Context: an optimization exercise on an open-source flow, tuned for small area, a short achievable clock period and few clock cycles. The choices shown serve that exercise and are no tape-out recipe. Only simulation tests tie the RTL to the original design; equivalence was not proved. Power is estimated from default activity; no workload was simulated.

`flow/run.sh`:
```
#!/bin/bash
# synth_recipe.tcl (not shown) runs the flow's synth.tcl, then flattens the netlist and writes it again
# the make line also repeats each setting of config.mk as NAME=value (left out here)
make -C /OpenROAD-flow-scripts/flow DESIGN_CONFIG=/design/flow/config.mk WORK_HOME=/design/flow/orfs CLKGATE_MAP_FILE= SYNTH_SCRIPT=/design/flow/synth_recipe.tcl finish
```
`flow/config.mk`:
```
export PLATFORM = sky130hd
export DESIGN_NAME = ece350_cpu
export DESIGN_NICKNAME = ece350_cpu
export VERILOG_FILES = /design/flow/design.v
export SDC_FILE = /design/flow/constraint.sdc
export NUM_CORES = 4
export LEC_CHECK = 0
export CAP_MARGIN = 20
export CORE_MARGIN = 2
export CORE_UTILIZATION = 35
export SETUP_SLACK_MARGIN = 5
export SLEW_MARGIN = 20
```
`flow/constraint.sdc`:
```
create_clock -name core_clock -period 11.0 [get_ports {clock}]
set_input_delay 2.2000 -clock core_clock [delete_from_list [all_inputs] [get_ports {clock}]]
set_output_delay 2.2000 -clock core_clock [all_outputs]
set_load 0.01 [all_outputs]
```
`flow/design.v`:
```
module ece350_cpu(
    input         clock,
    input         reset,
    output [31:0] address_imem,
    input  [31:0] q_imem,
    output [31:0] address_dmem,
    output [31:0] data,
    output        wren,
    input  [31:0] q_dmem);
    reg  [31:0] pc;
    reg         xAdd, xSub, xAnd, xOr, xSll, xSra, xMul, xDiv;
    reg         xLw, xSw, xBne, xBlt, xBex, xPassB, xOvfEn, xAddi, xPred, xWen;
    reg  [4:0]  xRd, xSh;
    reg  [31:0] xA, xB, xC;
    reg  [32*32-1:0] rf;      
    reg  [31:1] valid;
    wire [31:0] bOp   = xSub ? ~xB : xB;
    wire [31:0] sum   = xA + bOp + {31'd0, xSub};
    wire        ovf   = xOvfEn & (xA[31] == bOp[31]) & (sum[31] != xA[31]);
    wire [31:0] shl   = xA << xSh;
    wire [63:0] shr64 = {{32{xA[31]}}, xA} >> xSh;
    wire [31:0] shr   = shr64[31:0];
    wire [31:0] alu   = xAnd ? (xA & xB) :
                        xOr  ? (xA | xB) :
                        xSll ? shl :
                        xSra ? shr : sum;
    wire        neq   = xA != xB;
    wire        lt    = (xB[31] != xA[31]) ? xB[31] : (xB[30:0] < xA[30:0]);    
    wire        taken = (xBne & neq) | (xBlt & lt) | (xBex & (xB != 32'd0));
    wire        mispred = (xBne | xBlt | xBex) & (taken ^ xPred);
    wire        mdRun;             
    wire        mdDone;            
    wire [31:0] mdRes;
    wire        mdExc;
    muldiv MD(.clock(clock), .reset(reset), .mul(xMul), .div(xDiv),
        .a(xA), .b(xB), .run(mdRun), .done(mdDone), .result(mdRes), .exc(mdExc));
    wire        stall = mdRun;
    wire        exc   = ovf | mdExc;
    wire [31:0] excCode = xMul ? 32'd4 : xDiv ? 32'd5 : xAddi ? 32'd2 : xSub ? 32'd3 : 32'd1;
    wire [31:0] res   = exc ? excCode :
                        xLw ? q_dmem :
                        xPassB ? xB :
                        (xMul | xDiv) ? mdRes : alu;
    wire        wen   = ~stall & (exc | xWen);
    wire [4:0]  waddr = exc ? 5'd30 : xRd;
    assign address_dmem = sum;
    assign data = xC;
    assign wren = xSw;
    genvar i;
    generate
        for (i = 1; i < 32; i = i + 1) begin : regs
            always @(posedge clock)
                if (wen && waddr == i)
                    rf[32*i +: 32] <= res;
        end
    endgenerate
    always @(posedge clock or posedge reset)
        if (reset)
            valid <= 31'd0;
        else if (wen && waddr != 5'd0)
            valid[waddr] <= 1'b1;
    wire [31:0] ins = q_imem;
    wire [4:0]  op  = ins[31:27];
    wire isR    = op == 5'b00000;
    wire isJ    = op == 5'b00001;
    wire isBne  = op == 5'b00010;
    wire isJal  = op == 5'b00011;
    wire isJr   = op == 5'b00100;
    wire isAddi = op == 5'b00101;
    wire isBlt  = op == 5'b00110;
    wire isSw   = op == 5'b00111;
    wire isLw   = op == 5'b01000;
    wire isSetx = op == 5'b10101;
    wire isBex  = op == 5'b10110;
    wire [4:0] aluop = ins[6:2];
    wire [31:0] imm = {{15{ins[16]}}, ins[16:0]};
    wire [31:0] T   = {5'd0, ins[26:0]};
    wire [4:0] aP = ins[21:17];
    wire [4:0] aQ = isR ? ins[16:12] : isBex ? 5'd30 : ins[26:22];
    reg  [31:0] rfP, rfQ;
    integer k;
    always @(*) begin
        rfP = 32'd0;
        rfQ = 32'd0;
        for (k = 1; k < 32; k = k + 1) begin
            rfP = rfP | ({32{valid[k] && aP == k}} & rf[32*k +: 32]);
            rfQ = rfQ | ({32{valid[k] && aQ == k}} & rf[32*k +: 32]);
        end
    end
    wire byP = exc ? (aP == 5'd30) : (xWen && aP == xRd);
    wire byQ = exc ? (aQ == 5'd30) : (xWen && aQ == xRd);
    wire [31:0] valP = byP ? res : rfP;
    wire [31:0] valQ = byQ ? res : rfQ;
    wire [31:0] pcp1 = pc + 32'd1;
    wire [31:0] tgt  = pcp1 + imm;
    wire        cond = isBne | isBlt;
    wire        pred = (cond & ins[16]) | isBex;
    wire [31:0] altPC = (cond & ~ins[16]) ? tgt : pcp1;
    wire [31:0] nextPC = mispred ? xC :
                         (isJ | isJal | isBex) ? T :
                         isJr ? valQ :
                         (cond & ins[16]) ? tgt : pcp1;
    wire useImm = isAddi | isLw | isSw;
    wire [31:0] bIn = useImm ? imm : isJal ? pcp1 : isSetx ? T : valQ;
    wire [31:0] cIn = isSw ? valQ : altPC;
    wire [4:0] rdIn = isJal ? 5'd31 : isSetx ? 5'd30 : ins[26:22];
    wire wenIn = (isR | isAddi | isLw | isJal | isSetx) && rdIn != 5'd0;
    always @(posedge clock or posedge reset) begin
        if (reset)
            pc <= 32'd0;
        else if (!stall)
            pc <= nextPC;
    end
    always @(posedge clock or posedge reset) begin
        if (reset) begin
            {xAdd, xSub, xAnd, xOr, xSll, xSra, xMul, xDiv} <= 8'd0;
            {xLw, xSw, xBne, xBlt, xBex, xPassB, xOvfEn, xAddi, xPred, xWen} <= 10'd0;
        end else if (!stall) begin
            if (mispred) begin
                {xAdd, xSub, xAnd, xOr, xSll, xSra, xMul, xDiv} <= 8'd0;
                {xLw, xSw, xBne, xBlt, xBex, xPassB, xOvfEn, xAddi, xPred, xWen} <= 10'd0;
            end else begin
                xAdd   <= (isR & aluop == 5'd0) | useImm;
                xSub   <= isR & aluop == 5'd1;
                xAnd   <= isR & aluop == 5'd2;
                xOr    <= isR & aluop == 5'd3;
                xSll   <= isR & aluop == 5'd4;
                xSra   <= isR & aluop == 5'd5;
                xMul   <= isR & aluop == 5'd6;
                xDiv   <= isR & aluop == 5'd7;
                xLw    <= isLw;
                xSw    <= isSw;
                xBne   <= isBne;
                xBlt   <= isBlt;
                xBex   <= isBex;
                xPassB <= isJal | isSetx;
                xOvfEn <= (isR & (aluop == 5'd0 | aluop == 5'd1)) | isAddi;
                xAddi  <= isAddi;
                xPred  <= pred;
                xWen   <= wenIn;
            end
        end
    end
    always @(posedge clock)
        if (!stall)
            xRd <= rdIn;
    always @(posedge clock) begin
        xSh <= ins[11:7];
        xA  <= valP;
        xB  <= bIn;
        xC  <= cIn;
    end
    assign address_imem = pc;
endmodule
module muldiv(
    input         clock, reset,
    input         mul, div,
    input  [31:0] a, b,
    output        run, done,
    output [31:0] result,
    output        exc);
    localparam IDLE = 3'd0, SETUP = 3'd1, MUL = 3'd2, DIVA = 3'd3, DIVB = 3'd4, DONE = 3'd5;
    reg  [2:0]  state;
    reg  [31:0] R, Q;
    reg  [32:0] D;
    reg         neg, isDiv, big, dbig;
    reg  [5:0]  cnt;
    wire [31:0] absA = a[31] ? -a : a;
    wire [31:0] absB = b[31] ? -b : b;
    wire        aZero = a == 32'd0;
    wire        bZero = b == 32'd0;
    wire        start = (mul | div) & (state == IDLE);
    wire        trivial = aZero | bZero;
    wire [31:0] tr, td;
    assign tr[31] = R[31];
    assign td[31] = D[31];
    genvar t;
    generate
        for (t = 0; t < 31; t = t + 1) begin : therm
            assign tr[t] = tr[t+1] | R[t];
            assign td[t] = td[t+1] | D[t];
        end
    endgenerate
    wire        rLtD = |(td & ~tr);    
    wire [30:0] ovfPair;
    generate
        for (t = 1; t < 32; t = t + 1) begin : pairs
            assign ovfPair[t-1] = tr[t] & td[32-t];
        end
    endgenerate
    wire        setupDone = (state == SETUP) & (|ovfPair);
    wire [32:0] dOp = (state == DIVB) ? {1'b0, D[32:1]} : D;
    wire        sub = (state != MUL);
    wire [33:0] addRes = {2'b0, R} + {1'b0, sub ? ~dOp : dOp} + {33'd0, sub};
    wire        geq = sub & addRes[33];    
    wire [31:0] v    = isDiv ? Q : R;
    wire [31:0] vNeg = neg ? -v : v;
    wire        mulOvf = big | (R[31] & ~(neg & R[30:0] == 31'd0));
    wire        divZero = (state == DIVA) & (cnt == 6'd0) & ~geq;
    assign done   = (start & trivial) | setupDone | divZero | (state == DONE);
    assign run    = (mul | div) & ~done;
    assign result = (state == DONE) ? vNeg : 32'd0;
    assign exc    = (state == DONE) ? (~isDiv & mulOvf) :
                    (state == SETUP) ? setupDone :
                    (start & div & bZero);
    always @(posedge clock or posedge reset) begin
        if (reset)
            state <= IDLE;
        else case (state)
            IDLE:  if (start & ~trivial) state <= div ? DIVA : SETUP;
            SETUP: state <= setupDone ? IDLE : MUL;
            MUL:   if (Q[31:1] == 31'd0) state <= DONE;
            DIVA:  if (divZero) state <= IDLE;
                   else if (~geq) state <= DIVB;
            DIVB:  if (cnt == 6'd1) state <= DONE;
            default: state <= IDLE;
        endcase
    end
    always @(posedge clock) begin
        case (state)
            IDLE: begin
                neg   <= a[31] ^ b[31];
                isDiv <= div;
                big   <= 1'b0;
                dbig  <= 1'b0;
                cnt   <= 6'd0;
                R     <= absA;
                D     <= {1'b0, absB};
                Q     <= 32'd0;
            end
            SETUP: begin
                R <= 32'd0;
                Q <= rLtD ? R : D[31:0];
                D <= {1'b0, rLtD ? D[31:0] : R};
            end
            MUL: begin
                if (Q[0]) begin
                    R   <= addRes[31:0];
                    big <= big | addRes[32] | dbig | D[32];
                end
                D    <= {D[31:0], 1'b0};
                dbig <= dbig | D[32];
                Q    <= {1'b0, Q[31:1]};
            end
            DIVA: begin
                if (geq) begin
                    D   <= {D[31:0], 1'b0};
                    cnt <= cnt + 6'd1;
                end
            end
            DIVB: begin
                D   <= dOp;
                cnt <= cnt - 6'd1;
                if (geq) begin
                    R <= addRes[31:0];
                    Q <= {Q[30:0], 1'b1};
                end else
                    Q <= {Q[30:0], 1'b0};
            end
            default: ;
        endcase
    end
endmodule
```
==> impl_metrics.ini, run 1 <==
[status]
status = finished clean

[synthesis]
ys_async_sr_fraction = 0.0644
yosys_register_bits = 1288
synth_cells = 6694
synth_top_area_share = 0.452
yosys.area.top_type = edfxtp_1
yosysMostFrequentCell = edfxtp_1
synth.area.top_cells = edfxtp_1, ha_1, a22oi_1
yosys-top-cells-count = edfxtp_1, nand2_1, nor2_1, clkbuf_1, a22oi_1
ys_seq_area_frac = 0.508
avgSynthCellArea_um2 = 11.0
synth_flop_cell = edfxtp_1
yosysWarnings = 2
mappedNetlistArea_mm2 = 0.0734
synth-edff-count = 1104
synthDistinctLibCells = 105

[floorplanning]
core_mm2 = 0.209
die_h_um = 462
initial_core_util = 0.351
rows = 168
io_pins = 163
dieWidth_um = 462
die_area_mm2 = 0.213

[critical_path]
cp_slowest_stage_delay_ps = 490
worst_ep_required_time_ps = 8800
setup.worst_path.end_class = output port
path_class = flop to output port
worstPathArrival_ps = 4210
critPathMaxFanout = 6
startpoint_type = flop
crit_path_top_delay_cell = dfrtp_2
path_cells = buf_12 -> buf_16 -> buf_4 -> xor2_2 -> ha_2 -> nand3_1 -> nand2_1 -> a41o_1 -> and4_1 -> a211o_4 -> a21boi_4 -> xnor2_4 -> buf_6
crit_family = compound AO/OA/AOI/OAI gates
crit_buf_inv = 4

[power_and_ir_drop]
power_per_cell_area_mw_per_mm2 = 222
p_leak_nw = 31.3
power_mw = 19.6
max-vdd-ir-drop_mv = 0.192

[global_route]
met3_usage = 0.159
grt_usage = 0.382
use_met2 = 0.545
top_usage_layer = met2
grt-ovfl-total = 0
grt_pass1_vias = 65800
grt_pass1_wl_mm = 564
grt_max_degree = 57
grtUsageMet1 = 0.462
antenna_found_initial = 25

[min_path]
hold_class = flop to flop

[routing]
drt_iter0_drc = 15000
first_pass_iters = 15
wl_per_cell_um = 43.1
wl_mm = 425
ant_nets = 0
vias_per_cell = 7.29
drc_errors = 0
vias = 71800

[placement]
hpwl_mm = 276
gp_congestion = 1.04
placedCellCount = 9382
io_buffers = 162

[sta]
rsz0062_at_grt = yes
fin_tns_setup_ps = 0
max_slew.worst_pin.slew_ps = 1310
setup_violations = 0
relSlewSlack = 0.122
fin_hold_ws_ps = 491
min_period_ps = 6410
slew_viol_final = 0
post-route-period-util = 0.583
fmax_ghz = 0.156
finalClockSkew_ps = 123
finalHoldViolations = 0

[clock_network]
clockBufferDepth = 3
path_clk_slew_ps = 60
htree_num_levels = 4
cts_tree = yes
numCtsBuffers = 146
clock_latency_ps = 890
cts-root-buf = clkbuf_16
clock-sinks = 1288

[cells_and_area]
drive_above_1_share = 0.178
area.sequential_mm2 = 0.0373
stdcell_count = 9860
layout.nets = 7201
multiInputGateArea_mm2 = 0.0359
fillers = 19600
final_core_util = 0.423
area_growth_pct = 20.4

[run]
maxCapViolCount = 0
-- power by group --
group	internal, mW	switching (mW)	leakage, nW
Sequential	6.22	0.657	12.3
Clock	2.82	2.27	2.36
Combinational	2.63	5.00	16.6
-- state kept, by name (all words and copies together) (netlist names), 31 cells and up --
name / cells
valid: 31
MD.Q: 32
MD.D: 33
MD.R: 32
xA: 32
rf: 992
pc: 32
xB: 32
xC: 32
-- stage by stage --
step | setup slack (ps) | instance area (µm²)
4_1_cts | 4600 | 87200
6_report | 4590 | 88400
3_3_place_gp | 2790 | 78900
5_1_grt | 4600 | 88300
3_5_place_dp | 2740 | 79100
2_1_floorplan | 4870 | 73600
-- path summary, 6_finish.rpt --
kind / slack, ps / startpoint / to / cells after the start
worst max-delay path: 4590 / xSub / address_dmem[30] / 13
worst min-delay path: 490 / valid[6] / valid[6] / 1
worst max register to register: 4900 / xSub / valid[1] / 31
worst min register to register: 490 / valid[6] / valid[6] / 1
max in group asynchronous: 7890 / reset / MD.state[2] / 3
min in group asynchronous: 1740 / reset / valid[10] / 2
-- per-layer routing --
metal  vias to the layer above  share of wire
li1                      27300              -
met5                         -         0.0024
met2                      7336           0.41
met1                     35300           0.35
met3                      1927           0.15
met4                        26          0.091
-- cells in the final DEF (no fill, tap or decap), types with 28 or more instances in the layout --
cell / count
a21o_1: 61
edfxtp_1: 1104
xor2_1: 80
o21ai_0: 268
nor4_1: 28
or3_1: 43
a22oi_1: 338
clkbuf_16: 150
and3_2: 31
dfrtp_1: 80
nand2_1: 427
nor2_4: 43
o211ai_1: 57
a31oi_1: 37
and3_1: 37
mux4_2: 70
o31ai_1: 48
buf_12: 45
a222oi_1: 122
xnor2_1: 165
nand4_1: 160
mux2i_1: 131
ha_1: 178
dfxtp_1: 85
nor3_1: 128
inv_1: 164
nor2_1: 369
buf_6: 51
nand2b_1: 30
clkdlybuf4s50_1: 123
a221oi_1: 278
nor3_2: 28
o22ai_1: 104
a21oi_1: 296
o221ai_1: 33
nand3_1: 126
buf_4: 366
a211oi_1: 52
a22o_1: 248
-- worst reg2reg max path: cells and delay by family (launching register included) --
family	cells	cell delay, ps
adder cells (fa/ha/maj)	2	840
flip-flops	1	490
AO/OA/AOI/OAI	5	880
AND/OR/NAND/NOR	9	1490
buffers and inverters	13	1780
multiplexers	1	220
XOR/XNOR	1	340
-- what timing repair did --
item                       in CTS  in global routing
hold buffers                    0                  0
cloned                          6                  5
setup buffers                 147                 41
setup endpoints to repair    1211               1066
pin swaps                     122                 82
gates resized for setup       422                159
hold endpoints to repair        0                  0
-- area by class of cell --
type                    count  area share
clock inverters            84      0.0119
well taps                2805      0.0397
diodes                     19    0.000538
repair buffers            631      0.0689
inverters                 175     0.00760
clock buffers             174      0.0436
flip-flops and latches   1288       0.422
multi-input cells        4684       0.406
-- cell families (layout without fill, tap and decap cells) --
family | Yosys count | count (layout) | share of synthesized area
DFF | 1288 | 1288 | 0.508
adders and majority gates | 209 | 209 | 0.0359
other | 0 | 19 | 0
xor gates and xnor gates | 280 | 280 | 0.0334
buffers and inverters | 728 | 1064 | 0.0388
and+or+nand+nor | 1690 | 1696 | 0.114
AOI/OAI and AO/OA | 2274 | 2274 | 0.228
muxes | 225 | 225 | 0.0429
Testbench counts, summed over its fixed seeds: cycles 58,683.
==> inputs of run 2 (changes only) <==
--- a/flow/design.v
+++ b/flow/design.v
@@ -45,3 +45,3 @@
     wire [4:0]  waddr = exc ? 5'd30 : xRd;
-    assign address_dmem = sum;
+    assign address_dmem = xA + xB;
     assign data = xC;
@@ -63,13 +63,14 @@
     wire [4:0]  op  = ins[31:27];
-    wire isR    = op == 5'b00000;
-    wire isJ    = op == 5'b00001;
-    wire isBne  = op == 5'b00010;
-    wire isJal  = op == 5'b00011;
-    wire isJr   = op == 5'b00100;
-    wire isAddi = op == 5'b00101;
-    wire isBlt  = op == 5'b00110;
-    wire isSw   = op == 5'b00111;
-    wire isLw   = op == 5'b01000;
-    wire isSetx = op == 5'b10101;
-    wire isBex  = op == 5'b10110;
+    wire lowOp  = ~op[4] & ~op[3];
+    wire isR    = lowOp & op[2:0] == 3'b000;
+    wire isJ    = op[2:0] == 3'b001;
+    wire isBne  = op[2:0] == 3'b010;
+    wire isJal  = op[2:0] == 3'b011;
+    wire isJr   = op[2:0] == 3'b100;
+    wire isAddi = lowOp & op[2:0] == 3'b101;
+    wire isBlt  = lowOp & op[2:0] == 3'b110;
+    wire isSw   = op[2:0] == 3'b111;
+    wire isLw   = op[3];
+    wire isSetx = op[4] & op[0];
+    wire isBex  = op[4] & ~op[0];
     wire [4:0] aluop = ins[6:2];
@@ -78,3 +79,3 @@
     wire [4:0] aP = ins[21:17];
-    wire [4:0] aQ = isR ? ins[16:12] : isBex ? 5'd30 : ins[26:22];
+    wire [4:0] aQ = op[4] ? 5'd30 : (op[2:0] == 3'b000) ? ins[16:12] : ins[26:22];
     reg  [31:0] rfP, rfQ;
@@ -191,2 +192,9 @@
     wire        setupDone = (state == SETUP) & (|ovfPair);
+    wire [26:0] far;
+    generate
+        for (t = 0; t < 27; t = t + 1) begin : farBits
+            assign far[t] = td[t] & ~td[t+1] & tr[t+5];
+        end
+    endgenerate
+    wire        step4 = |far;
     wire [32:0] dOp = (state == DIVB) ? {1'b0, D[32:1]} : D;
@@ -245,3 +253,6 @@
             DIVA: begin
-                if (geq) begin
+                if (step4) begin
+                    D   <= {D[28:0], 4'd0};
+                    cnt <= cnt + 6'd4;
+                end else if (geq) begin
                     D   <= {D[31:0], 1'b0};
--- a/flow/config.mk
+++ b/flow/config.mk
@@ -9,3 +9,3 @@
 export CORE_MARGIN = 2
-export CORE_UTILIZATION = 35
+export CORE_UTILIZATION = 30
 export SETUP_SLACK_MARGIN = 5
==> impl_metrics.ini, run 2 <==
[status]
status = failed layout checks
failed_checks = capacitance limit, slew limit

[placement]
hpwl_mm = 289
gp_congestion = 1.04
io_buffers = 162

[cells_and_area]
largest_reg_flops = 992
drive_above_1_share = 0.164
top_register = rf
reg_top3 = rf: 992 flops, MD.D: 33 flops
final_common_cell = edfxtp_1
final_core_util = 0.361
layout_common_cells = edfxtp_1, nand2_1, nor2_1, a21oi_1, buf_4
area_growth_pct = 19.6
fillers = 24600
layout.nets = 7636

[synthesis]
synth_top_area_share = 0.441
avgSynthCellArea_um2 = 10.6
ys_seq_area_frac = 0.495
synth.area.top_cells = edfxtp_1, a22oi_1, ha_1
yosys_register_bits = 1288
mappedNetlistArea_mm2 = 0.0752
synthDistinctLibCells = 116
yosysMostFrequentCell = edfxtp_1
ys_async_sr_fraction = 0.0644
yosys.area.top_type = edfxtp_1
yosys-top-cells-count = edfxtp_1, nand2_1, nor2_1, clkbuf_1, a21oi_1
synth-edff-count = 1104
synth_cells = 7106
yosysWarnings = 2
synth_flop_cell = edfxtp_1

[global_route]
grt_pass1_wl_mm = 595
antenna_found_initial = 31
grt_max_degree = 64
grt-ovfl-total = 0
grt_pass1_vias = 69200
grt_usage = 0.333

[clock_network]
clock_latency_ps = 860
numCtsBuffers = 144
cts_tree = yes
postCtsHoldBufs = 0
clockBufferDepth = 3
clock-sinks = 1288
htree_num_levels = 4
cts-root-buf = clkbuf_16
path_clk_slew_ps = 70

[critical_path]
ff2ff_path_depth = 18
path_class = flop to output port
critPathMaxFanout = 15
reg2reg_from = MD.state[0]
setup.worst_path.end_class = output port
rrSetupSlack_ps = 5070
worstPathArrival_ps = 4370
r2r_end = rf[603]
startpoint_type = flop
worst_ep_required_time_ps = 8800

[floorplanning]
die_h_um = 505
io_pins = 163
initial_core_util = 0.302
rows = 183
core_mm2 = 0.249
dieWidth_um = 505
die_area_mm2 = 0.255

[sta]
rsz0062_at_grt = yes
fmax_ghz = 0.152
finalHoldViolations = 0
setup_violations = 0
finalClockSkew_ps = 82.7
slew_viol_final = 2
max_slew.worst_pin.slew_ps = 1510
fin_tns_setup_ps = 0
min_period_ps = 6570
post-route-period-util = 0.597
relSlewSlack = -0.0209

[routing]
drt_iter0_drc = 16600
vias = 75100
vias_per_cell = 6.94
ant_nets = 0
wl_mm = 448
drc_errors = 0
wl_per_cell_um = 41.4
first_pass_iters = 11

[power_and_ir_drop]
switching_power_mw = 9.49
max-vdd-ir-drop_mv = 0.124
share_comb_of_total_power = 0.439
power_mw = 21.9
power_per_cell_area_mw_per_mm2 = 244
p_leak_nw = 31.4
pwr-share-seq = 0.333
internal-power_mw = 12.4
swShare = 0.433
clkPwrFrac = 0.228

[min_path]
hold-path-endpoint = pc[11]
hold_depth = 2
min-delay-start = xC[11]
hold_class = flop to flop

[run]
maxCapViolCount = 1
[run 2: cell types whose count changed after synthesis, moves of 55 or more]
cell and delta:
nor2_1 +65, a22o_1 -66, nand2_1 +55, a21oi_1 +125
nand3_1 +73, a22oi_1 +57, o21ai_0 +82
[run 2: what timing repair did]
| action | 4_1_cts | 5_1_grt |
|---|---|---|
| resized for setup | 292 | 133 |
| setup endpoints to repair | 1305 | 1187 |
| cloned | 4 | 3 |
| buffers inserted | 121 | 65 |
| pin swaps | 52 | 63 |
[run 2: layer usage]
| metal | vias to the layer above | share of wire | wire length (µm) | GRT usage |
|---|---|---|---|---|
| met5 | - | 0.00053 | 236 | 0 |
| met4 | 26 | 0.087 | 39200 | 0.224 |
| met3 | 2064 | 0.16 | 69700 | 0.133 |
| met2 | 7691 | 0.40 | 181000 | 0.476 |
| met1 | 36700 | 0.35 | 158000 | 0.412 |
| li1 | 28700 | - | - | - |
[run 2: logic make-up after synthesis]
group           Yosys count  share of synthesized area
fa+ha+maj               214                     0.0360
simple gates           1884                      0.123
xor+xnor                286                     0.0333
mux                     203                     0.0390
buf+inv                 765                     0.0397
compound gates         2466                      0.234
flops                  1288                      0.495
[run 2: power groups by stage]
stage / Combinational (mW) / Clock, mW / Sequential, mW
3_3_place_gp: 8.53 / 0 / 7.38
4_1_cts: 9.00 / 4.97 / 7.25
6_report: 9.64 / 4.99 / 7.30
2_1_floorplan: 5.07 / 0 / 6.94
3_5_place_dp: 8.60 / 0 / 7.38
5_1_grt: 9.96 / 5.18 / 7.30
[run 2: area by class of cell]
type	count	area (µm²)	share of cell area
inverter	193	792	0.00880
multi-input combinational	5059	36700	0.408
sequential	1288	37300	0.415
clock inverter	79	922	0.0102
timing repair buffer	670	6110	0.0679
clock buffer	183	3950	0.0439
antenna	22	55.1	0.000612
tap	3330	4170	0.0463
[run 2: per-stage QoR]
step	instance area [µm²]	setup slack (ps)	hold slack, ps	instances
2_1_floorplan	75300	4700	433	7106
3_3_place_gp	81800	2560	483	10300
3_5_place_dp	81900	2480	486	10300
4_1_cts	88800	4490	498	10700
5_1_grt	89900	4350	524	10800
6_report	90000	4430	498	10800
[run 2: worst max-delay path: stages, from the launching register on]
cell       delay, ps
dfxtp_1          310
buf_4            300
inv_1            210
ha_1             570
o21ai_2          130
a211oi_2         280
o31a_1           230
a31oi_1          120
nor3_2           280
a21oi_2          120
a2111oi_2        300
o21a_1           190
o21ai_2           60
o311ai_1         240
buf_2            180
[run 2: how the worst max path moves through the flow]
stage                       endpoint  cells after the start        start
finish              address_dmem[30]                     14        xA[4]
floorplan                    rf[640]                     26  MD.state[1]
global route        address_dmem[30]                     16        xB[1]
global placement              xB[27]                     17   q_imem[27]
CTS                 address_dmem[30]                     17        xA[1]
detailed placement            xB[27]                     17   q_imem[27]
Testbench counts of run 2, summed over its fixed seeds: cycles 57,663.
==> inputs of run 3 (changes only) <==
--- a/flow/design.v
+++ b/flow/design.v
@@ -19,11 +19,19 @@
     wire        ovf   = xOvfEn & (xA[31] == bOp[31]) & (sum[31] != xA[31]);
-    wire [31:0] shl   = xA << xSh;
-    wire [63:0] shr64 = {{32{xA[31]}}, xA} >> xSh;
-    wire [31:0] shr   = shr64[31:0];
+    function [31:0] rev;
+        input [31:0] x;
+        integer j;
+        begin
+            for (j = 0; j < 32; j = j + 1)
+                rev[j] = x[31 - j];
+        end
+    endfunction
+    wire [31:0] shIn  = xSll ? rev(xA) : xA;
+    wire [63:0] shr64 = {{32{xSra & xA[31]}}, shIn} >> xSh;
+    wire [31:0] shOut = xSll ? rev(shr64[31:0]) : shr64[31:0];
     wire [31:0] alu   = xAnd ? (xA & xB) :
                         xOr  ? (xA | xB) :
-                        xSll ? shl :
-                        xSra ? shr : sum;
+                        (xSll | xSra) ? shOut : sum;
     wire        neq   = xA != xB;
-    wire        lt    = (xB[31] != xA[31]) ? xB[31] : (xB[30:0] < xA[30:0]);    
+    wire        subNeg = sum[31] ^ ((xA[31] != xB[31]) & (sum[31] != xA[31]));
+    wire        lt    = ~subNeg & neq;
     wire        taken = (xBne & neq) | (xBlt & lt) | (xBex & (xB != 32'd0));
@@ -124,3 +132,3 @@
                 xAdd   <= (isR & aluop == 5'd0) | useImm;
-                xSub   <= isR & aluop == 5'd1;
+                xSub   <= (isR & aluop == 5'd1) | isBlt;
                 xAnd   <= isR & aluop == 5'd2;
--- a/flow/config.mk
+++ b/flow/config.mk
@@ -8,4 +8,7 @@
 export CAP_MARGIN = 20
+export CELL_PAD_IN_SITES_DETAIL_PLACEMENT = 1
+export CELL_PAD_IN_SITES_GLOBAL_PLACEMENT = 1
 export CORE_MARGIN = 2
 export CORE_UTILIZATION = 30
+export PLACE_DENSITY = 0.45
 export SETUP_SLACK_MARGIN = 5
==> impl_metrics.ini, run 3 <==
[critical_path]
worstPathArrival_ps = 4420
r2r_end = xB[24]
ff2ff_path_depth = 18
rrSetupSlack_ps = 4990
reg2reg_from = xA[0]
startpoint_type = flop
setup.worst_path.end_class = output port
critPathMaxFanout = 3
path_class = flop to output port
worst_ep_required_time_ps = 8800

[cells_and_area]
fin_area_mm2 = 0.0919
layout.nets = 7640
area_growth_pct = 22.2
stdcell_count = 10900
top_register = rf
layout_common_cells = edfxtp_1, nand2_1, buf_4, nor2_1, a22oi_1
drive_above_1_share = 0.187
largest_reg_flops = 992
final_common_cell = edfxtp_1
reg_top3 = rf: 992 flops, MD.D: 33 flops

[synthesis]
synth-edff-count = 1104
yosys.area.top_type = edfxtp_1
yosysMostFrequentCell = edfxtp_1
synthDistinctLibCells = 107
synth.area.top_cells = edfxtp_1, a22oi_1, ha_1
mappedNetlistArea_mm2 = 0.0752
synth_flop_cell = edfxtp_1
yosys-top-cells-count = edfxtp_1, nand2_1, clkbuf_1, nor2_1, a21oi_1
yosysWarnings = 2
synth_cells = 7020
yosys_register_bits = 1288
ys_async_sr_fraction = 0.0644
synth_top_area_share = 0.441
avgSynthCellArea_um2 = 10.7
ys_seq_area_frac = 0.495

[floorplanning]
initial_core_util = 0.302
core_mm2 = 0.249
die_h_um = 505
die_area_mm2 = 0.255
dieWidth_um = 505
io_pins = 163
rows = 183

[clock_network]
clockBufferDepth = 3
cts-root-buf = clkbuf_16
clock-sinks = 1288
numCtsBuffers = 159
clock_latency_ps = 870
postCtsHoldBufs = 0
path_clk_slew_ps = 60
cts_tree = yes
htree_num_levels = 4

[sta]
setup_violations = 0
fmax_ghz = 0.151
min_period_ps = 6620
post-route-period-util = 0.602
rsz0062_at_grt = yes
fin_tns_setup_ps = 0
relSlewSlack = 0.104
finalHoldViolations = 0
slew_viol_final = 0
max_slew.worst_pin.slew_ps = 1330
finalClockSkew_ps = 81.1

[routing]
vias_per_cell = 6.79
wl_mm = 498
first_pass_iters = 10
vias = 73900
drt_iter0_drc = 10900
wl_per_cell_um = 45.8
drc_errors = 0
ant_nets = 0

[global_route]
antenna_found_initial = 40
grt-ovfl-total = 0
met3_usage = 0.0834
use_met2 = 0.583
grtUsageMet1 = 0.466
grt_max_degree = 72
grt_pass1_vias = 72100
grt_usage = 0.375
grt_pass1_wl_mm = 659
top_usage_layer = met2

[min_path]
min-delay-start = valid[30]
hold-path-endpoint = valid[30]
hold_depth = 1
hold_class = flop to flop

[power_and_ir_drop]
power_per_cell_area_mw_per_mm2 = 248
p_leak_nw = 32.2
max-vdd-ir-drop_mv = 0.157
power_mw = 22.8

[run]
maxCapViolCount = 0

[placement]
place_area_mm2 = 0.0823
hpwl_mm = 337
gp_congestion = 0.965
io_buffers = 162
placedCellCount = 10300

[status]
status = finished clean
run 3: layout make-up:
cell class / count / area, µm²
clock buffers: 189 / 4150
diodes: 23 / 57.6
inverters: 187 / 767
fillers: 27200 / 157000
well taps: 3330 / 4170
repair buffers: 756 / 6970
multi-input cells: 5001 / 37300
flip-flops and latches: 1288 / 37300
clock inverters: 102 / 1220
run 3: worst max path at each step:
stage / end / cells after the start / from
2_1_floorplan: rf[640] / 22 / MD.state[0]
3_3_place_gp: pc[21] / 14 / q_imem[29]
3_5_place_dp: xB[21] / 14 / q_imem[29]
4_1_cts: address_dmem[29] / 15 / xA[8]
5_1_grt: address_dmem[29] / 15 / xA[8]
6_report: address_dmem[29] / 15 / xA[8]
run 3: report_power, final:
group | internal, mW | leakage, nW | switching [mW]
Combinational | 3.32 | 17.5 | 6.68
Sequential | 6.48 | 12.1 | 0.837
Clock | 3.08 | 2.58 | 2.41
Total | 12.9 | 32.2 | 9.93
run 3: repair_timing:
action                                   CTS  global route
cloned                                     2             5
pin swaps                                 73            50
gates resized for setup                  474           107
endpoints found under the setup margin  1356           791
buffers inserted                         157            78
run 3: metrics by stage:
step           hold WS [ps]   util  worst slack (ps)
6_report                457  0.369              4380
5_1_grt                 488  0.369              4240
4_1_cts                 463  0.364              4360
3_5_place_dp            449  0.330              2440
3_3_place_gp            448  0.330              2680
2_1_floorplan           428      -              4760
run 3: routing by layer:
| metal | vias up | routed length (µm) | share of wire |
|---|---|---|---|
| met2 | 5249 | 221000 | 0.44 |
| met4 | 10 | 40400 | 0.081 |
| li1 | 29000 | - | - |
| met3 | 1577 | 46300 | 0.093 |
| met1 | 38100 | 191000 | 0.38 |
| met5 | - | 67 | 0.00013 |
run 3: kinds of logic after synthesis:
family                   synth area share
AO/OA/AOI/OAI                       0.240
XOR/XNOR                           0.0303
adder cells (fa/ha/maj)            0.0305
buffers and inverters              0.0376
flip-flops                          0.495
multiplexers                       0.0420
AND/OR/NAND/NOR                     0.125
run 3: critical path: stages, from the launching register on:
cell and delay (ps):
dfxtp_2 340, buf_12 140, clkinvlp_4 120, ha_4 250
a21o_1 190, a2111oi_4 410, nor2b_2 110, a31oi_4 210
nand4_1 140, o211ai_1 210, o21ai_2 150, or4_4 450
a311o_1 290, a21oi_2 170, xnor2_2 210, buf_2 210
Testbench counts of run 3, summed over its fixed seeds: cycles 57,663.
==> inputs of run 4 (changes only) <==
==> flow/flow/run.sh (new file) <==
#!/bin/bash
set -euo pipefail
bash standard.sh SETUP_SLACK_MARGIN=6 finish > standard_flow.log 2>&1
==> flow/standard.sh (new file) <==
#!/bin/bash
# synth_recipe.tcl (not shown) runs the flow's synth.tcl, then flattens the netlist and writes it again
# the make line also repeats each setting of config.mk as NAME=value (left out here)
make -C /OpenROAD-flow-scripts/flow DESIGN_CONFIG=/design/flow/config.mk WORK_HOME=/design/flow/orfs CLKGATE_MAP_FILE= SYNTH_SCRIPT=/design/flow/synth_recipe.tcl "${@:-finish}"
--- a/flow/config.mk
+++ b/flow/config.mk
@@ -13,3 +13,2 @@
 export PLACE_DENSITY = 0.45
-export SETUP_SLACK_MARGIN = 5
 export SLEW_MARGIN = 20
removed: flow/run.sh
==> impl_metrics.ini, run 4 <==
[power_and_ir_drop]
max-vdd-ir-drop_mv = 0.177
share_comb_of_total_power = 0.474
clkPwrFrac = 0.225
swShare = 0.439
switching_power_mw = 10.7
power_per_cell_area_mw_per_mm2 = 230
internal-power_mw = 13.7
pwr-share-seq = 0.301
p_leak_nw = 38.2
power_mw = 24.4

[min_path]
hold_class = flop to flop
min-delay-start = valid[30]
hold-path-endpoint = valid[30]
hold_depth = 1

[synthesis]
yosysMostFrequentCell = edfxtp_1
synth_top_area_share = 0.441
mappedNetlistArea_mm2 = 0.0752
synth-edff-count = 1104
avgSynthCellArea_um2 = 10.7
synth.area.top_cells = edfxtp_1, a22oi_1, ha_1
yosysWarnings = 2
synth_cells = 7020
synth_flop_cell = edfxtp_1
ys_seq_area_frac = 0.495
yosys_register_bits = 1288
synthDistinctLibCells = 107
yosys.area.top_type = edfxtp_1
yosys-top-cells-count = edfxtp_1, nand2_1, clkbuf_1, nor2_1, a21oi_1
ys_async_sr_fraction = 0.0644

[cells_and_area]
area_growth_pct = 40.7
layout.nets = 8284
final_common_cell = edfxtp_1
layout_common_cells = edfxtp_1, buf_4, nand2_1, nor2_1, a21oi_1
final_core_util = 0.425
top_register = rf
largest_reg_flops = 992
drive_above_1_share = 0.301
reg_top3 = rf: 992 flops, MD.D: 33 flops
stdcell_count = 11500

[critical_path]
path_cells = inv_4 -> ha_4 -> a21o_1 -> a2111oi_4 -> nor2b_4 -> a31oi_4 -> nand4_1 -> o211ai_1 -> o21ai_2 -> or4_4 -> a311o_1 -> a21oi_2 -> xnor2_4 -> buf_6
startpoint_type = flop
rrSetupSlack_ps = 5290
cp_slowest_stage_delay_ps = 490
setup.worst_path.end_class = output port
worst_ep_required_time_ps = 8800
worstPathArrival_ps = 4400
critPathMaxFanout = 4
crit_path_top_delay_cell = dfxtp_4
ff2ff_path_depth = 30
reg2reg_from = MD.state[1]
path_class = flop to output port
r2r_end = rf[1015]

[clock_network]
clockBufferDepth = 3
numCtsBuffers = 158
path_clk_slew_ps = 60
cts_tree = yes
cts-root-buf = clkbuf_16
clock-sinks = 1288
clock_latency_ps = 870
htree_num_levels = 4
postCtsHoldBufs = 0

[floorplanning]
dieWidth_um = 505
die_area_mm2 = 0.255
io_pins = 163
rows = 183
die_h_um = 505
initial_core_util = 0.302
core_mm2 = 0.249

[sta]
max_slew.worst_pin.slew_ps = 1160
finalClockSkew_ps = 96.2
finalHoldViolations = 0
fin_tns_setup_ps = 0
fmax_ghz = 0.151
rsz0062_at_grt = yes
fin_hold_ws_ps = 471
min_period_ps = 6600
setup_violations = 0
slew_viol_final = 0
relSlewSlack = 0.226
post-route-period-util = 0.600

[global_route]
antenna_found_initial = 35
grt_max_degree = 59
grt_pass1_vias = 75700
grt_pass1_wl_mm = 718
grt_usage = 0.413
grt-ovfl-total = 0

[routing]
wl_per_cell_um = 48.2
first_pass_iters = 10
drt_iter0_drc = 13100
ant_nets = 0
vias = 79200
drc_errors = 0
wl_mm = 555
vias_per_cell = 6.88

[placement]
placedCellCount = 10300
io_buffers = 162
gp_congestion = 0.973
hpwl_mm = 333

[run]
maxCapViolCount = 0

[status]
status = finished clean
run 4: cell counts after synthesis:
No cell type changed its count.
run 4: power groups by stage:
stage	clock network (mW)	registers [mW]	logic [mW]
global placement	0	7.53	8.93
floorplan	0	6.94	5.13
CTS	5.52	7.30	10.6
global route	5.69	7.35	12.0
finish	5.50	7.35	11.6
detailed placement	0	7.52	9.01
run 4: metrics by stage:
step,worst slack (ps),cell area [µm²]
after floorplan,5720,76600
after global placement,2530,82600
after detailed placement,2500,82800
after CTS,4290,102000
after global routing,4340,106000
final,4400,106000
run 4: cell families (layout without fill, tap and decap cells):
logic type / count (synthesis) / after routing / synth area share
other cells: 0 / 13 / 0
fa+ha+maj: 181 / 181 / 0.0305
simple gates: 1877 / 1894 / 0.125
mux: 232 / 232 / 0.0420
buf+inv: 732 / 1864 / 0.0376
xor+xnor: 260 / 260 / 0.0303
flops: 1288 / 1288 / 0.495
compound gates: 2450 / 2450 / 0.240
run 4: timing repair:
action | 4_1_cts | 5_1_grt
setup endpoints to repair | 2241 | 1542
setup buffers | 624 | 184
resized for setup | 1302 | 492
pin swaps | 284 | 283
gates cloned | 83 | 26
run 4: worst max-delay path, delay by kind of cell, from the launching register on:
kind | cells | cell delay, ps
xor gates and xnor gates | 1 | 200
buffers and inverters | 2 | 210
DFF | 1 | 490
AOI/OAI and AO/OA | 7 | 1740
and+or+nand+nor | 3 | 690
adders and majority gates | 1 | 250
run 4: layout make-up:
type / count / area (µm²)
fillers: 26300 / 143000
inverters: 187 / 779
clock inverters: 107 / 1250
flip-flops and latches: 1288 / 37300
repair buffers: 1384 / 17600
multi-input cells: 5017 / 40700
well taps: 3330 / 4170
diodes: 13 / 32.5
clock buffers: 185 / 4090
repair inverters: 1 / 7.51
run 4: worst max path at each step:
| stage | startpoint | cells after the start | end |
|---|---|---|---|
| 6_report | xA[8] | 14 | address_dmem[29] |
| 4_1_cts | xA[8] | 14 | address_dmem[29] |
| 5_1_grt | xA[8] | 14 | address_dmem[29] |
| 2_1_floorplan | xSub | 26 | valid[5] |
| 3_5_place_dp | q_imem[28] | 14 | xB[4] |
| 3_3_place_gp | q_imem[28] | 14 | xB[4] |
run 4: metal layers:
layer  up-vias  track usage  share of wire
met5         -            0        0.00039
met4        30        0.314          0.095
met3      2042        0.121           0.12
met2      6392        0.612           0.42
met1     40400        0.504           0.36
li1      30400            -              -
==> inputs of run 5 (changes only) <==
--- a/flow/design.v
+++ b/flow/design.v
@@ -87,3 +87,6 @@
     wire [4:0] aP = ins[21:17];
-    wire [4:0] aQ = op[4] ? 5'd30 : (op[2:0] == 3'b000) ? ins[16:12] : ins[26:22];
+    wire qRt  = ~op[4] & (op[2:0] == 3'b000);
+    wire qRd  = ~op[4] & (op[2:0] != 3'b000);
+    wire qR30 = op[4];
+    wire [4:0] aQ = qR30 ? 5'd30 : qRt ? ins[16:12] : ins[26:22];
     reg  [31:0] rfP, rfQ;
@@ -95,3 +98,3 @@
             rfP = rfP | ({32{valid[k] && aP == k}} & rf[32*k +: 32]);
-            rfQ = rfQ | ({32{valid[k] && aQ == k}} & rf[32*k +: 32]);
+            rfQ = rfQ | ({32{valid[k] && ((qRt && ins[16:12] == k) || (qRd && ins[26:22] == k) || (qR30 && k == 30))}} & rf[32*k +: 32]);
         end
==> flow/run.sh (new file) <==
#!/bin/bash
# synth_recipe.tcl (not shown) runs the flow's synth.tcl, then flattens the netlist and writes it again
# the make line also repeats each setting of config.mk as NAME=value (left out here)
make -C /OpenROAD-flow-scripts/flow DESIGN_CONFIG=/design/flow/config.mk WORK_HOME=/design/flow/orfs CLKGATE_MAP_FILE= SYNTH_SCRIPT=/design/flow/synth_recipe.tcl finish
--- a/flow/config.mk
+++ b/flow/config.mk
@@ -8,7 +8,5 @@
 export CAP_MARGIN = 20
-export CELL_PAD_IN_SITES_DETAIL_PLACEMENT = 1
-export CELL_PAD_IN_SITES_GLOBAL_PLACEMENT = 1
 export CORE_MARGIN = 2
-export CORE_UTILIZATION = 30
-export PLACE_DENSITY = 0.45
+export CORE_UTILIZATION = 35
+export SETUP_SLACK_MARGIN = 5
 export SLEW_MARGIN = 20
removed: flow/flow/run.sh
removed: flow/standard.sh
==> impl_metrics.ini, run 5 <==
[status]
status = finished clean

[global_route]
grt-ovfl-total = 0
grt_pass1_wl_mm = 585
grt_pass1_vias = 69300
grt_usage = 0.385
grt_max_degree = 71
antenna_found_initial = 29

[routing]
wl_per_cell_um = 42.7
top_layer = met5
first_pass_iters = 13
drc_errors = 0
ant_nets = 0
drt_iter0_drc = 17400
wl_met3_mm = 69.4
wl_met1_mm = 153
vias = 76200
route.met2.wl_mm = 176
wl_mm = 438
vias_per_cell = 7.43

[synthesis]
synthDistinctLibCells = 97
synth_cells = 7041
avgSynthCellArea_um2 = 10.6
synth.area.top_cells = edfxtp_1, a22oi_1, a221oi_1
yosys-top-cells-count = edfxtp_1, clkbuf_1, nand2_1, nor2_1, a21oi_1
yosysMostFrequentCell = edfxtp_1
yosysWarnings = 2
synth_top_area_share = 0.442
synth_flop_cell = edfxtp_1
yosys.area.top_type = edfxtp_1
ys_seq_area_frac = 0.497
ys_async_sr_fraction = 0.0644
synth-edff-count = 1104
yosys_register_bits = 1288
mappedNetlistArea_mm2 = 0.0750

[clock_network]
path_clk_slew_ps = 70
postCtsHoldBufs = 0
htree_num_levels = 4
cts_tree = yes
cts-root-buf = clkbuf_16
numCtsBuffers = 143
clockBufferDepth = 3
clock_latency_ps = 850
clock-sinks = 1288

[run]
maxCapViolCount = 0

[cells_and_area]
layout_common_cells = edfxtp_1, nand2_1, buf_4, a21oi_1, nor2_1
largest_reg_flops = 992
drive_above_1_share = 0.165
fillers = 19900
top_register = rf
area_growth_pct = 19.6
layout.nets = 7535
reg_top3 = rf: 992 flops, MD.D: 33 flops
area.sequential_mm2 = 0.0373
final_core_util = 0.422
final_common_cell = edfxtp_1
multiInputGateArea_mm2 = 0.0367
fin_area_mm2 = 0.0896

[placement]
hpwl_mm = 280
gp_congestion = 1.05
io_buffers = 162
place_area_mm2 = 0.0812

[power_and_ir_drop]
max-vdd-ir-drop_mv = 0.172
power_per_cell_area_mw_per_mm2 = 277
power_mw = 24.8
p_leak_nw = 31.3

[sta]
finalClockSkew_ps = 80.1
fmax_ghz = 0.154
max_slew.worst_pin.slew_ps = 1310
fin_tns_setup_ps = 0
post-route-period-util = 0.590
slew_viol_final = 0
setup_violations = 0
relSlewSlack = 0.119
finalHoldViolations = 0
min_period_ps = 6490
rsz0062_at_grt = yes

[floorplanning]
rows = 169
dieWidth_um = 467
die_area_mm2 = 0.218
initial_core_util = 0.353
io_pins = 163
die_h_um = 467
core_mm2 = 0.213

[critical_path]
worst_ep_required_time_ps = 8800
startpoint_type = flop
path_class = flop to output port
critPathMaxFanout = 5
setup.worst_path.end_class = output port
worstPathArrival_ps = 4290

[min_path]
hold_class = flop to flop
run 5: changes by cell type in the layout (fill, tap and decap cells not counted), sizes merged, moves of 42 or more:
cell and change:
nand3 +55, o21ai -52, a221oi +56, o22ai +55, nand2 -49, nand4 +59
a21oi +44, buf -698, and2 -42
run 5: report_power, final:
part,switching [mW],total [mW],internal (mW),leakage (nW)
registers,1.04,7.99,6.95,12.1
logic,7.85,11.7,3.87,16.9
clock network,2.21,5.07,2.86,2.33
total,11.1,24.8,13.7,31.3
run 5: final cells by class:
cell class	count	area share
diodes	27	0.000754
clock buffers	171	0.0417
clock inverters	87	0.0126
inverters	202	0.00891
multi-input cells	4979	0.410
flip-flops and latches	1288	0.416
well taps	2821	0.0394
repair buffers	674	0.0709
run 5: final timing paths:
| kind | start | end | slack (ps) | depth (start not counted) |
|---|---|---|---|---|
| worst min-delay path | xSw | xSw | 510 | 2 |
| worst min register to register | xSw | xSw | 510 | 2 |
| worst max-delay path | xA[3] | address_dmem[31] | 4510 | 18 |
| min in group asynchronous | reset | pc[29] | 1780 | 2 |
| worst max register to register | MD.R[30] | valid[10] | 4680 | 22 |
| max in group asynchronous | reset | MD.state[1] | 7790 | 3 |
run 5: kinds of logic (layout without fill, tap and decap cells):
family                     Yosys count  after routing  synth area share
DFF                               1288           1288             0.497
buffers and inverters              777           1134            0.0394
and+or+nand+nor                   1884           1887             0.125
adders and majority gates          181            181            0.0306
muxes                              209            209            0.0392
AOI/OAI and AO/OA                 2420           2420             0.235
xor gates and xnor gates           282            282            0.0329
other                                0             27                 0
run 5: what timing repair did:
| action | in CTS | in global routing |
|---|---|---|
| pin swaps | 109 | 75 |
| buffers inserted | 160 | 39 |
| endpoints found under the setup margin | 1746 | 647 |
| resized for setup | 318 | 129 |
| gates cloned | 12 | 1 |
run 5: critical path, cell delays in order, from the launching register on:
cell        delay [ps]
dfxtp_1            360
buf_12             140
clkinvlp_4         150
ha_4               350
nand2_1             60
o211ai_1           330
nor3_2              90
o31ai_2            360
o41ai_2            100
buf_4              160
o21a_1             180
nor2_2             160
o41ai_2            100
buf_4              150
o21a_1             190
o21ai_2            170
a21oi_2             90
xnor2_1            140
buf_2              150
run 5: through the flow:
step | std cells | hold slack, ps | setup WS, ps
final | 10200 | 512 | 4510
after detailed placement | 9751 | 494 | 3060
after CTS | 10200 | 512 | 4460
after global placement | 9749 | 484 | 3020
after global routing | 10200 | 550 | 4440
after floorplan | 7041 | 434 | 4930
run 5: per-layer routing:
layer,track usage,up-vias
li1,-,28800
met5,0.00527,-
met3,0.159,2198
met4,0.256,26
met2,0.543,8111
met1,0.478,37100
Testbench counts of run 5, summed over its fixed seeds: cycles 57,663.
==> inputs of run 6 (changes only) <==
--- a/flow/design.v
+++ b/flow/design.v
@@ -53,5 +53,18 @@
     wire [4:0]  waddr = exc ? 5'd30 : xRd;
-    assign address_dmem = xA + xB;
+    wire [11:0] dAddr = xA[11:0] + xB[11:0];
+    assign address_dmem = {20'd0, dAddr};
     assign data = xC;
     assign wren = xSw;
+    reg         wWen;
+    reg  [4:0]  wAddr;
+    reg  [31:0] wRes;
+    always @(posedge clock or posedge reset)
+        if (reset)
+            wWen <= 1'b0;
+        else
+            wWen <= wen;
+    always @(posedge clock) begin
+        wAddr <= waddr;
+        wRes  <= res;
+    end
     genvar i;
@@ -60,4 +73,4 @@
             always @(posedge clock)
-                if (wen && waddr == i)
-                    rf[32*i +: 32] <= res;
+                if (wWen && wAddr == i)
+                    rf[32*i +: 32] <= wRes;
         end
@@ -67,4 +80,10 @@
             valid <= 31'd0;
-        else if (wen && waddr != 5'd0)
-            valid[waddr] <= 1'b1;
+        else if (wWen && wAddr != 5'd0)
+            valid[wAddr] <= 1'b1;
+    wire [31:1] readable;
+    generate
+        for (i = 1; i < 32; i = i + 1) begin : rdbl
+            assign readable[i] = valid[i] & ~(wWen && wAddr == i);
+        end
+    endgenerate
     wire [31:0] ins = q_imem;
@@ -97,5 +116,7 @@
         for (k = 1; k < 32; k = k + 1) begin
-            rfP = rfP | ({32{valid[k] && aP == k}} & rf[32*k +: 32]);
-            rfQ = rfQ | ({32{valid[k] && ((qRt && ins[16:12] == k) || (qRd && ins[26:22] == k) || (qR30 && k == 30))}} & rf[32*k +: 32]);
-        end
+            rfP = rfP | ({32{readable[k] && aP == k}} & rf[32*k +: 32]);
+            rfQ = rfQ | ({32{readable[k] && ((qRt && ins[16:12] == k) || (qRd && ins[26:22] == k) || (qR30 && k == 30))}} & rf[32*k +: 32]);
+        end
+        rfP = rfP | ({32{wWen && aP == wAddr}} & wRes);
+        rfQ = rfQ | ({32{wWen && ((qRt && ins[16:12] == wAddr) || (qRd && ins[26:22] == wAddr) || (qR30 && wAddr == 5'd30))}} & wRes);
     end
@@ -108,4 +129,4 @@
     wire        cond = isBne | isBlt;
-    wire        pred = (cond & ins[16]) | isBex;
-    wire [31:0] altPC = (cond & ~ins[16]) ? tgt : pcp1;
+    wire        pred = cond | isBex;
+    wire [31:0] altPC = pcp1;
     wire [31:0] nextPC = mispred ? xC :
@@ -113,3 +134,3 @@
                          isJr ? valQ :
-                         (cond & ins[16]) ? tgt : pcp1;
+                         cond ? tgt : pcp1;
     wire useImm = isAddi | isLw | isSw;
==> flow/flow/run.sh (new file) <==
#!/bin/bash
set -euo pipefail
bash standard.sh MATCH_CELL_FOOTPRINT=0 SETUP_SLACK_MARGIN=5.5 finish > standard_flow.log 2>&1
==> flow/standard.sh (new file) <==
#!/bin/bash
# synth_recipe.tcl (not shown) runs the flow's synth.tcl, then flattens the netlist and writes it again
# the make line also repeats each setting of config.mk as NAME=value (left out here)
make -C /OpenROAD-flow-scripts/flow DESIGN_CONFIG=/design/flow/config.mk WORK_HOME=/design/flow/orfs CLKGATE_MAP_FILE= SYNTH_SCRIPT=/design/flow/synth_recipe.tcl "${@:-finish}"
--- a/flow/config.mk
+++ b/flow/config.mk
@@ -10,3 +10,2 @@
 export CORE_UTILIZATION = 35
-export SETUP_SLACK_MARGIN = 5
 export SLEW_MARGIN = 20
removed: flow/run.sh
==> impl_metrics.ini, run 6 <==
[power_and_ir_drop]
p_leak_nw = 31.8
pwr-share-seq = 0.352
internal-power_mw = 12.9
switching_power_mw = 9.86
max-vdd-ir-drop_mv = 0.187
share_comb_of_total_power = 0.412
clkPwrFrac = 0.236
power_per_cell_area_mw_per_mm2 = 250
power_mw = 22.8
swShare = 0.433

[synthesis]
yosys-top-cells-count = edfxtp_1, a22oi_1, clkbuf_1, nand2_1, nor2_1
synth_flop_cell = edfxtp_1
yosys_register_bits = 1326
mappedNetlistArea_mm2 = 0.0774
synthDistinctLibCells = 103
ys_seq_area_frac = 0.491
synth_top_area_share = 0.428
synth.area.top_cells = edfxtp_1, a22oi_1, dfxtp_1
synth_cells = 7205
yosysMostFrequentCell = edfxtp_1
synth-edff-count = 1104
avgSynthCellArea_um2 = 10.7
yosys.area.top_type = edfxtp_1
yosysWarnings = 2
ys_async_sr_fraction = 0.0633

[placement]
hpwl_mm = 297
place_area_mm2 = 0.0833
pre_cts_ws_ps = 2690
gp_congestion = 1.05
io_buffers = 142
placedCellCount = 10100

[sta]
setup_violations = 0
post-route-period-util = 0.514
finalHoldViolations = 0
max_slew.worst_pin.slew_ps = 1220
rsz0062_at_grt = yes
finalClockSkew_ps = 61.5
fin_tns_setup_ps = 0
min_period_ps = 5650
fmax_ghz = 0.177
slew_viol_final = 0
relSlewSlack = 0.181
setup_slack_ps = 5350

[cells_and_area]
fin_area_mm2 = 0.0911
top_register = rf
layout.nets = 7637
area_growth_pct = 17.7
reg_top3 = rf: 992 flops, MD.D: 33 flops
stdcell_count = 10500
largest_reg_flops = 992
final_common_cell = edfxtp_1
layout_common_cells = edfxtp_1, a22oi_1, nand2_1, buf_4, nor2_1
drive_above_1_share = 0.154

[floorplanning]
die_area_mm2 = 0.225
rows = 172
core_mm2 = 0.220
die_h_um = 474
initial_core_util = 0.352
dieWidth_um = 474
io_pins = 163

[critical_path]
crit_cells = 11
worstPathArrival_ps = 6430
crit_path_top_delay_cell = clkdlybuf4s50_1
rrSetupSlack_ps = 5460
crit_family = buffers and inverters
startpoint_type = primary input
critPathMaxFanout = 24
endpoint = xA[28]
reg2reg_from = wAddr[0]
cp_slowest_stage_delay_ps = 860
path_class = primary input to flop
critical_path.startpoint = q_imem[19]
ff2ff_path_depth = 12
path_cells = clkdlybuf4s50_1 -> or3b_2 -> nor4b_4 -> buf_4 -> buf_6 -> a22o_1 -> a221oi_1 -> nand4_1 -> a2111oi_1 -> a21oi_2 -> a21o_1
r2r_end = xA[7]
worst_ep_required_time_ps = 11770
setup.worst_path.end_class = flop
crit_buf_inv = 3

[global_route]
antenna_found_initial = 32
grt_pass1_wl_mm = 613
grt-ovfl-total = 0
grt_pass1_vias = 71300
grt_usage = 0.393
grt_max_degree = 79

[routing]
drt_iter0_drc = 18000
ant_nets = 0
vias = 77100
wl_mm = 461
wl_per_cell_um = 44.0
vias_per_cell = 7.36
drc_errors = 0
first_pass_iters = 14

[clock_network]
clock-sinks = 1326
htree_num_levels = 4
clockBufferDepth = 3
clock_latency_ps = 850
cts_tree = yes
numCtsBuffers = 147
cts-root-buf = clkbuf_16
path_clk_slew_ps = 60
postCtsHoldBufs = 0

[run]
maxCapViolCount = 0

[status]
status = finished clean

[min_path]
hold_class = flop to flop
==> run 6: cell type report <==
type	instances	area, µm²
fill	20800	129000
sequential	1326	38100
multi-input combinational	5102	38000
timing repair buffer	599	5310
clock buffer	182	3950
tap	2958	3700
clock inverter	90	1260
inverter	213	817
antenna	7	17.5
==> run 6: worst min-delay path by stage <==
stage / slack, ps / start / to / cells past startpoint
floorplan: 430 / valid[16] / valid[16] / 2
global placement: 460 / valid[24] / valid[24] / 1
detailed placement: 460 / valid[25] / valid[25] / 1
CTS: 470 / valid[25] / valid[25] / 1
global route: 480 / valid[25] / valid[25] / 1
finish: 470 / valid[25] / valid[25] / 1
==> run 6: cell families after synthesis <==
kind of cell	Yosys count	synth area share
compound gates	2617	0.249
simple gates	1781	0.117
flops	1326	0.491
buf+inv	799	0.0407
xor+xnor	256	0.0290
mux	243	0.0433
fa+ha+maj	182	0.0298
other cells	1	0.0000484
==> run 6: metrics by stage <==
stage	util	hold WS, ps
3_5_place_dp	0.379	464
4_1_cts	0.410	469
5_1_grt	0.415	485
3_3_place_gp	0.379	455
2_1_floorplan	-	427
6_report	0.415	473
==> run 6: metal layers <==
layer  part of all wire  track usage
met1               0.35        0.486
met2               0.40        0.558
met3               0.15        0.163
met4              0.090        0.264
met5            0.00092      0.00606
==> run 6: power by group through the flow <==
stage / registers, mW / clock network [mW] / logic [mW]
after CTS: 7.93 / 5.37 / 8.80
after global routing: 8.03 / 5.57 / 9.63
final: 8.01 / 5.37 / 9.39
after global placement: 8.02 / 0 / 8.51
after floorplan: 7.47 / 0 / 4.85
after detailed placement: 8.01 / 0 / 8.55
==> run 6: repair_timing <==
item,4_1_cts,5_1_grt
hold endpoints to repair,0,0
setup buffers,80,51
pin swaps,40,31
endpoints found under the setup margin,257,184
gates cloned,3,3
resized for setup,255,127
Testbench counts of run 6, summed over its fixed seeds: cycles 57,574.

-- what the ideal ports hide --
The results above use ideal ports. As a check the final layouts listed here were re-extracted and re-timed, cells and wires unchanged.
Step 1: set_driving_cell puts a clkbuf_16 on clock and a buf_2 on each other input, an assumption about the parent block.
Step 2 also shifts input and output timing later by t, the mid clock arrival at the registers, as if the neighbouring blocks saw the same clock.
Slacks: ideal / step 1 / step 2; pairs: ideal / step 1.
| run | t (ns) | setup slack, ns | hold slack, ns |
|---|---|---|---|
| run 1 | 0.912 | 4.586 / 4.503 / 3.984 | 0.491 / 0.491 / 0.491 |
| run 2 | 0.904 | 4.433 / 4.349 / 4.076 | 0.498 / 0.498 / 0.498 |
| run 3 | 0.917 | 4.380 / 4.287 / 3.987 | 0.457 / 0.457 / 0.457 |
| run 4 | 0.933 | 4.397 / 4.290 / 4.336 | 0.471 / 0.471 / 0.471 |
| run 5 | 0.892 | 4.507 / 4.425 / 3.938 | 0.512 / 0.512 / 0.512 |
| run 6 | 0.905 | 5.347 / 5.370 / 4.492 | 0.473 / 0.473 / 0.473 |
The setup slack of run 6, which loses most, moves by +0.023 ns with the drivers and by -0.855 ns with both steps.
